Background: an optimization exercise with open tools, aiming at small area. Do not read the settings as production practice. Function was checked by simulation only, so behaviour that the tests miss may differ from the original. No activity file was given, so power comes from the tool's default toggle rates.

Setup of wip/delta:
// top_module
module top_module(
    input clk,
    rst,
    floor_0_p,
    floor_1_p,
    floor_2_p,
    floor_3_p,
    floor_4_p,
    direction_1,
    direction_2,
    direction_3,
    floor_0_d,
    floor_1_d,
    floor_2_d,
    floor_3_d,
    floor_4_d,
    output led_inside_0,
    led_inside_1,
    led_inside_2,
    led_inside_3,
    led_inside_4,
    led_outside_0,
    led_outside_1,
    led_outside_2,
    led_outside_3,
    led_outside_4,
    led_busy,
    a_out,b_out,c_out,d_out,e_out,f_out,g_out,p_out,
    output [7:0]an
);
Size in the first run: ~87 flip-flops.
export LEC_CHECK = 0
export CAP_MARGIN = 20
export CORE_MARGIN = 2
export CORE_UTILIZATION = 40
export CTS_BUF_LIST = sky130_fd_sc_hd__clkbuf_8
export GPL_TIMING_DRIVEN = 0
export PLACE_DENSITY = 0.6
export SLEW_MARGIN = 20
create_clock -name core_clock -period 10.0 [get_ports {clk}]
standard.sh (not shown) runs the stock make flow with config.mk's settings and CLKGATE_MAP_FILE= SYNTH_SCRIPT=/design/flow/synth_recipe.tcl, a recipe that flattens the netlist after the stock synthesis.
==> flow/flow/run.sh <==
#!/bin/bash
# The standard layout (standard.sh) with these changes:
#  - ABC maps the logic with an area-oriented script (&deepsyn, then dch and
#    amap), tried with a few random seeds; the smallest result is kept.
#    Everything else in synthesis, the flip-flop mapping included, is the
#    standard synthesis (synth_recipe.tcl), so the registers are the same.
#    Yosys's full/half-adder extraction is skipped (ADDER_MAP_FILE empty), so
#    ABC sees the adders' logic as plain gates.
#  - the port buffers are made from the smallest buffer cell.
#  - clock tree synthesis adds no dummy loads.
set -euo pipefail
W=$PWD
mkdir -p "$W/abc"
cat > "$W/synth_area.tcl" <<EOF
proc abc {args} {
  set i [lsearch \$args -script]
  set lib [lindex \$args [expr {[lsearch \$args -liberty] + 1}]]
  yosys design -save pre_abc
  set best ""
  foreach seed {7 11 2 3 5 13} {
    yosys design -load pre_abc
    set f $W/abc/seed\$seed.script
    set fh [open \$f w]
    puts \$fh "strash\n&get -n\n&deepsyn -T 20 -S \$seed\n&put\ndch -f\namap\ntopo"
    close \$fh
    lset args [expr {\$i + 1}] \$f
    yosys abc {*}\$args
    yosys tee -q -o $W/abc/stat\$seed.txt stat -liberty \$lib
    set fh [open $W/abc/stat\$seed.txt r]; set txt [read \$fh]; close \$fh
    regexp {Chip area for module [^:]*: ([0-9.]+)} \$txt -> a
    puts "abc seed \$seed: area \$a"
    if {\$best eq "" || \$a < \$best} { set best \$a; yosys design -save best_abc }
  }
  yosys design -load best_abc
}
source $W/synth_recipe.tcl
EOF
export BUFFER_PORTS_ARGS="-buffer_cell sky130_fd_sc_hd__buf_1"
export CTS_ARGS="-sink_clustering_enable -repair_clock_nets -buf_list sky130_fd_sc_hd__clkbuf_8 -dont_use_dummy_load"
bash standard.sh SYNTH_SCRIPT="$W/synth_area.tcl" ADDER_MAP_FILE= finish > standard.log 2>&1
Changes in wip/pepper relative to wip/delta:
Settings: CAP_MARGIN now 0, was 20; SLEW_MARGIN now 0, was 20; GPL_TIMING_DRIVEN no longer set, was 0.
Diff wip/delta -> wip/pepper: maximum frequency went up, critical path depth went down. In the tables for wip/delta and wip/pepper, via count of the first global-routing pass reads higher with wip/delta. In wip/pepper relative to wip/delta, final estimated routing congestion in global placement had gone up by a few percent. Largest clock skew in the final design down 6.7 ps in wip/pepper wrt wip/delta. Cell count: wip/pepper vs wip/delta — no meaningful difference.

========
JK:
The RTL this note starts from:
==> flow/design.v <==
`timescale 1ns / 1ps
module clk_divider(
	input clk_in,
	input rst_n,
	output tick
    );
reg [5:0] q;
assign tick = (q[5:1] == 5'b01101);
wire fb = ~(q[5] ^ q[4]);
always @(posedge clk_in or negedge rst_n)
begin
	if (!rst_n)
		q <= 6'd57;
	else
		q <= {q[4], q[3] ^ tick, q[2:0], fb};
end
endmodule
`timescale 1ns / 1ps
module debouncer(
	input 		clk,
	input 		en,
	input 		rst_n,
	input 		noisy_in,
	output 		rise
    );
reg s0;
assign rise = noisy_in & ~s0;
always @(posedge clk or negedge rst_n)
begin
	if (!rst_n)
		s0 <= 1'b0;
	else if (en)
		s0 <= noisy_in;
end
endmodule
`timescale 1ns / 1ps
module elevator(
	input clk, rst,
	input tick,
	input [4:0] rise,         
	input direction_1, direction_2, direction_3,
	input [4:0] fd,           
	output reg [4:0] Lig_All,
	output reg [4:0] Elev_Put,
	output reg led_busy,
	output [4:0] disp         
);
reg [2:0] hall0, hall1, hall;
always @(posedge clk or negedge rst)
begin
	if (!rst) begin
		hall0 <= 3'd7;
		hall1 <= 3'd7;
		hall <= 3'd7;
	end
	else if (tick) begin
		hall0 <= rise[0] ? 3'd0 : rise[1] ? 3'd1 : rise[2] ? 3'd2 :
		         rise[3] ? 3'd3 : rise[4] ? 3'd4 : 3'd7;
		hall1 <= hall0;
		hall <= hall1;
	end
end
reg [7:0] Say;            
reg [2:0] pressed;        
reg way_want;
reg [2:0] inner;          
reg [4:0] Layer;
reg PosLoc, Current_way;
reg [2:0] regression;
reg [2:0] FinishPart;     
reg [1:0] DirMe;          
function lt3;
	input [2:0] a, b;
	lt3 = ~a[2] & (b[2] | (~a[1] & b[1]) | ((~a[1] | b[1]) & ~a[0] & b[0]));
endfunction
function [4:0] dec5;
	input [2:0] a;
	dec5 = {a[2], ~a[2] & (a[1:0] == 2'd3), ~a[2] & (a[1:0] == 2'd2),
	        ~a[2] & (a[1:0] == 2'd1), ~a[2] & (a[1:0] == 2'd0)};
endfunction
wire step = tick & (&Say);
wire step_d = tick & (Say == 8'd6);    
wire [4:0] car = fd & ~Layer;
wire pv = ~(pressed[2] & pressed[1]) && (pressed != regression);
wire iv = ~(inner[2] & inner[1]) && (inner != regression);
wire [1:0] dir_stop = regression[1:0] | {2{regression[2]}};
wire qv = pv | iv;
wire [2:0] q = pv ? pressed : inner;
wire q_way_ok = !pv || (way_want == Current_way);
wire in_r0 = (regression == 3'd0);
wire arrive = !PosLoc && FinishPart == regression;
wire dstop = !PosLoc && DirMe == dir_stop;
wire q_mid = q_way_ok && (Current_way ? (lt3(q, regression) && lt3(FinishPart, q))
                                      : (lt3(regression, q) && lt3(q, FinishPart)));
wire start = qv && (in_r0 || PosLoc);
wire take = start || (qv && !in_r0 && !arrive && !dstop && q_mid);
assign disp = {PosLoc, Current_way, regression};
always @(posedge clk)
begin
	if (!rst) begin
		led_busy <= 1'b0;
		Lig_All <= 5'd0;
		Elev_Put <= 5'd0;
		inner <= 3'd7;
		PosLoc <= 1'b1;
		regression <= 3'd0;
		Say <= 8'd6;
		pressed <= 3'd7;
		Layer <= 5'd0;
	end
	else if (tick) begin
		Layer <= fd;
		Say <= step ? 8'd6 : Say + 8'd1;
		if (~(hall[2] & hall[1]) && !step) begin
			pressed <= hall;
			way_want <= hall[1] ? (hall[0] ? direction_3 : direction_2) : direction_1;
		end
		else if (step_d)
			pressed <= 3'd7;
		if (car[0] && !step)      inner <= 3'd0;
		else if (car[1] && !step) inner <= 3'd1;
		else if (car[2] && !step) inner <= 3'd2;
		else if (car[3] && !step) inner <= 3'd3;
		else if (car[4] && !step) inner <= 3'd4;
		else if (step_d)          inner <= 3'd7;
		if (step) begin
			if (in_r0 ? !qv : (arrive || dstop)) begin
				Elev_Put <= Elev_Put & ~dec5(regression);
				Lig_All <= Lig_All & ~dec5(regression);
			end
			else if (take) begin
				if (pv)
					Elev_Put <= Elev_Put | dec5(q);
				else
					Lig_All <= Lig_All | dec5(q);
			end
			led_busy <= in_r0 ? (qv ? led_busy : ~PosLoc) : (arrive || dstop);
		end
		if (step_d) begin
			if (in_r0) begin
				if (qv)
					regression <= 3'd1;
				PosLoc <= !qv;
			end
			else if (arrive)
				PosLoc <= 1'b1;
			else if (dstop)
				DirMe <= 2'd0;
			else if (!PosLoc)
				regression <= (Current_way || regression[2]) ? regression - 3'd1 : regression + 3'd1;
			if (start) begin
				FinishPart <= q;
				PosLoc <= 1'b0;
				DirMe <= 2'd0;
				Current_way <= !lt3(regression, q);
			end
			else if (take)
				DirMe <= q[1:0];
		end
	end
end
endmodule
`timescale 1ns / 1ps
module ssd(
	input clk,
	input rst,                  
	input [4:0] disp,           
	output a_out, b_out, c_out, d_out, e_out, f_out, g_out,
	output p_out,
	output [7:0] an
);
reg [16:0] cnt;
reg on;                         
reg [2:0] dig;                  
localparam [16:0] TERM = 17'd85105;
localparam [16:0] TMASK = ~17'h04004;
wire adv = ((cnt ^ TERM) & TMASK) == 17'd0;
wire fb = ~(cnt[16] ^ cnt[13]);
wire on_n = rst & (on | adv);
wire [2:0] dig_n = !rst ? 3'd0 : (adv & on) ? dig + 3'd1 : dig;
always @(posedge clk)
begin
	if (!rst)
		cnt <= 17'd117873;
	else
		cnt <= {cnt[15] ^ adv, cnt[14:0], fb};
	on <= on_n;
	dig <= dig_n;
end
assign an = on ? ~(8'd1 << dig) : 8'hFF;
assign p_out = 1'b1;
reg [4:0] disp_d;
always @(posedge clk)
	disp_d <= disp;
reg [6:0] seg;
always @(*)
begin
	case (dig)
	3'd0: case (disp_d[2:0])
		3'd0: seg = 7'b0000001;
		3'd1: seg = 7'b1001111;
		3'd2: seg = 7'b0010010;
		3'd3: seg = 7'b0000110;
		default: seg = 7'b1101100;
		endcase
	3'd1: seg = 7'b1111110;
	3'd2: seg = 7'b1110001;
	3'd3: seg = 7'b0111000;
	3'd4: seg = disp_d[4] ? 7'b1000010 : disp_d[3] ? 7'b0000001 : 7'b0011000;
	3'd5: seg = disp_d[4] ? 7'b1001111 : disp_d[3] ? 7'b1000010 : 7'b1000001;
	default: seg = 7'b1111110;
	endcase
end
assign {a_out, b_out, c_out, d_out, e_out, f_out, g_out} = on ? seg : 7'b1111111;
endmodule
`timescale 1ns / 1ps
module top_module(
    input clk,
    rst,
    floor_0_p,
    floor_1_p,
    floor_2_p,
    floor_3_p,
    floor_4_p,
    direction_1,
    direction_2,
    direction_3,
    floor_0_d,
    floor_1_d,
    floor_2_d,
    floor_3_d,
    floor_4_d,
    output led_inside_0,
    led_inside_1,
    led_inside_2,
    led_inside_3,
    led_inside_4,
    led_outside_0,
    led_outside_1,
    led_outside_2,
    led_outside_3,
    led_outside_4,
    led_busy,
    a_out,b_out,c_out,d_out,e_out,f_out,g_out,p_out,
    output [7:0]an
);
    wire tick;
    wire [4:0] rise;
    wire [4:0] disp;
    clk_divider divider(.clk_in(clk), .rst_n(rst), .tick(tick));
    debouncer pb0(.clk(clk), .en(tick), .rst_n(rst), .noisy_in(floor_0_p), .rise(rise[0]));
    debouncer pb1(.clk(clk), .en(tick), .rst_n(rst), .noisy_in(floor_1_p), .rise(rise[1]));
    debouncer pb2(.clk(clk), .en(tick), .rst_n(rst), .noisy_in(floor_2_p), .rise(rise[2]));
    debouncer pb3(.clk(clk), .en(tick), .rst_n(rst), .noisy_in(floor_3_p), .rise(rise[3]));
    debouncer pb4(.clk(clk), .en(tick), .rst_n(rst), .noisy_in(floor_4_p), .rise(rise[4]));
    elevator elev(
        .clk(clk), .rst(rst), .tick(tick), .rise(rise),
        .direction_1(direction_1), .direction_2(direction_2), .direction_3(direction_3),
        .fd({floor_4_d, floor_3_d, floor_2_d, floor_1_d, floor_0_d}),
        .Lig_All({led_inside_4, led_inside_3, led_inside_2, led_inside_1, led_inside_0}),
        .Elev_Put({led_outside_4, led_outside_3, led_outside_2, led_outside_1, led_outside_0}),
        .led_busy(led_busy),
        .disp(disp));
    ssd seven_segment_display(
        .clk(clk), .rst(rst), .disp(disp),
        .a_out(a_out), .b_out(b_out), .c_out(c_out), .d_out(d_out),
        .e_out(e_out), .f_out(f_out), .g_out(g_out), .p_out(p_out),
        .an(an));
endmodule
==> flow/config.mk <==
export PLATFORM = sky130hd
export DESIGN_NAME = top_module
export DESIGN_NICKNAME = top_module
export VERILOG_FILES = /design/flow/design.v
export SDC_FILE = /design/flow/constraint.sdc
export NUM_CORES = 4
export LEC_CHECK = 0
export CAP_MARGIN = 20
export CORE_MARGIN = 2
export CORE_UTILIZATION = 55
export CTS_BUF_LIST = sky130_fd_sc_hd__clkbuf_8
export PLACE_DENSITY = 0.75
export SLEW_MARGIN = 20
==> flow/constraint.sdc <==
create_clock -name core_clock -period 10.0 [get_ports {clk}]
set_input_delay 2.0000 -clock core_clock [delete_from_list [all_inputs] [get_ports {clk}]]
set_output_delay 2.0000 -clock core_clock [all_outputs]
set_load 0.01 [all_outputs]
==> flow/flow/run.sh <==
#!/bin/bash
# The standard layout (standard.sh) with these changes:
#  - ABC maps the logic with an area-oriented script (&deepsyn, then dch and
#    amap), tried with a few random seeds; the smallest result is kept.
#    Everything else in synthesis, the flip-flop mapping included, is the
#    standard synthesis (synth_recipe.tcl), so the registers are the same.
#    Yosys's full/half-adder extraction is skipped (ADDER_MAP_FILE empty), so
#    ABC sees the adders' logic as plain gates.
#  - the port buffers are made from the smallest buffer cell.
#  - clock tree synthesis adds no dummy loads.
set -euo pipefail
W=$PWD
mkdir -p "$W/abc"
cat > "$W/synth_area.tcl" <<EOF
proc abc {args} {
  set i [lsearch \$args -script]
  set lib [lindex \$args [expr {[lsearch \$args -liberty] + 1}]]
  yosys design -save pre_abc
  set best ""
  foreach seed {7 11 2} {
    yosys design -load pre_abc
    set f $W/abc/seed\$seed.script
    set fh [open \$f w]
    puts \$fh "strash\n&get -n\n&deepsyn -T 20 -S \$seed\n&put\ndch -f\namap\ntopo"
    close \$fh
    lset args [expr {\$i + 1}] \$f
    yosys abc {*}\$args
    yosys tee -q -o $W/abc/stat\$seed.txt stat -liberty \$lib
    set fh [open $W/abc/stat\$seed.txt r]; set txt [read \$fh]; close \$fh
    regexp {Chip area for module [^:]*: ([0-9.]+)} \$txt -> a
    puts "abc seed \$seed: area \$a"
    if {\$best eq "" || \$a < \$best} { set best \$a; yosys design -save best_abc }
  }
  yosys design -load best_abc
}
source $W/synth_recipe.tcl
EOF
export BUFFER_PORTS_ARGS="-buffer_cell sky130_fd_sc_hd__buf_1"
export CTS_ARGS="-sink_clustering_enable -repair_clock_nets -buf_list sky130_fd_sc_hd__clkbuf_8 -dont_use_dummy_load"
bash standard.sh SYNTH_SCRIPT="$W/synth_area.tcl" ADDER_MAP_FILE= finish > standard.log 2>&1
The following lists how MS was set up differently from JK:
- a change of PLACE_DENSITY from 0.75 to 0.6
- a change of CORE_UTILIZATION from 55 to 40
Findings:
- Across MS and JK, the outcome is the same: a clean finish for every run.
- Die height delta for MS relative to JK: 17% higher
- MS vs JK on arrival time of data at the critical path endpoint: MS is the lower one.
- In MS, final setup slack of the worst path is higher than in JK.
- MS supports a higher top clock frequency than JK.
- Final design utilization ended up 16 points lower on MS than on JK.
- On synthesized instance count: MS sits above JK.
- Going from JK to MS, global-route wire length before repair +320 um, sum of routed wire segments on met1 picked up an extra 140 um, number of antenna violations at the first check in global routing saw little to no change.
> inputs changed (MS -> AL)
-- flow/flow/run.sh --
<<< MS, line 18
  yosys design -save pre_abc
  set best ""
  foreach seed {7 11 2} {
    yosys design -load pre_abc
    set f $W/abc/seed\$seed.script
>>> AL, line 18
  yosys design -save pre_abc
  set best ""
  foreach seed {7 11 2 3 5 13} {
    yosys design -load pre_abc
    set f $W/abc/seed\$seed.script
Notes after the runs:
For MS and AL, there was not a single run that failed to finish clean.
MS vs AL, last element of the critical path: elev.Lig_All[2] vs elev.Lig_All[0]
Between MS and AL, the synthesized-area fraction occupied by and/or/nand/nor cells does not differ in any meaningful way.
Proportion of power drawn by combinational gates in AL is 2.4 points above MS.
Utilization MS -> AL: down
AL has global-route usage below what MS had.

what the ideal ports hide:
The results above use ideal ports. As a check the final layouts listed here were re-extracted and re-timed, cells and wires unchanged.
Step 1 (the two cells are an assumption about what drives the block):
set clk [get_ports {clk}]
set_driving_cell -lib_cell sky130_fd_sc_hd__clkbuf_16 $clk
set_driving_cell -lib_cell sky130_fd_sc_hd__buf_2 [delete_from_list [all_inputs] $clk]
Step 2 also shifts input and output timing later by t, the mid clock arrival at the registers, as if the neighbouring blocks saw the same clock.
a / b / c = no drivers / after step 1 / after step 2; a / b = the first two.
| run | t (ns) | setup slack, ns | hold WS [ns] | worst setup path at the end | pins driven straight from the clock port |
|---|---|---|---|---|---|
| wip/delta | 0.365 | 5.889 / 5.889 / 5.845 | 0.375 / 0.375 / 0.375 | input to register | 1 |
| wip/pepper | 0.367 | 6.021 / 5.990 / 5.794 | 0.381 / 0.381 / 0.381 | input to register | 1 |
| JK | 0.366 | 5.047 / 5.047 / 5.047 | 0.376 / 0.376 / 0.376 | register to register | 1 |
| MS | 0.368 | 5.789 / 5.789 / 5.669 | 0.380 / 0.380 / 0.380 | input to register | 1 |
| AL | 0.368 | 5.298 / 5.298 / 5.298 | 0.381 / 0.381 / 0.381 | register to register | 1 |
After both steps every run listed still meets setup and hold. The setup slack of wip/pepper, which loses most, moves by -0.031 ns with the drivers and by -0.227 ns with both steps.
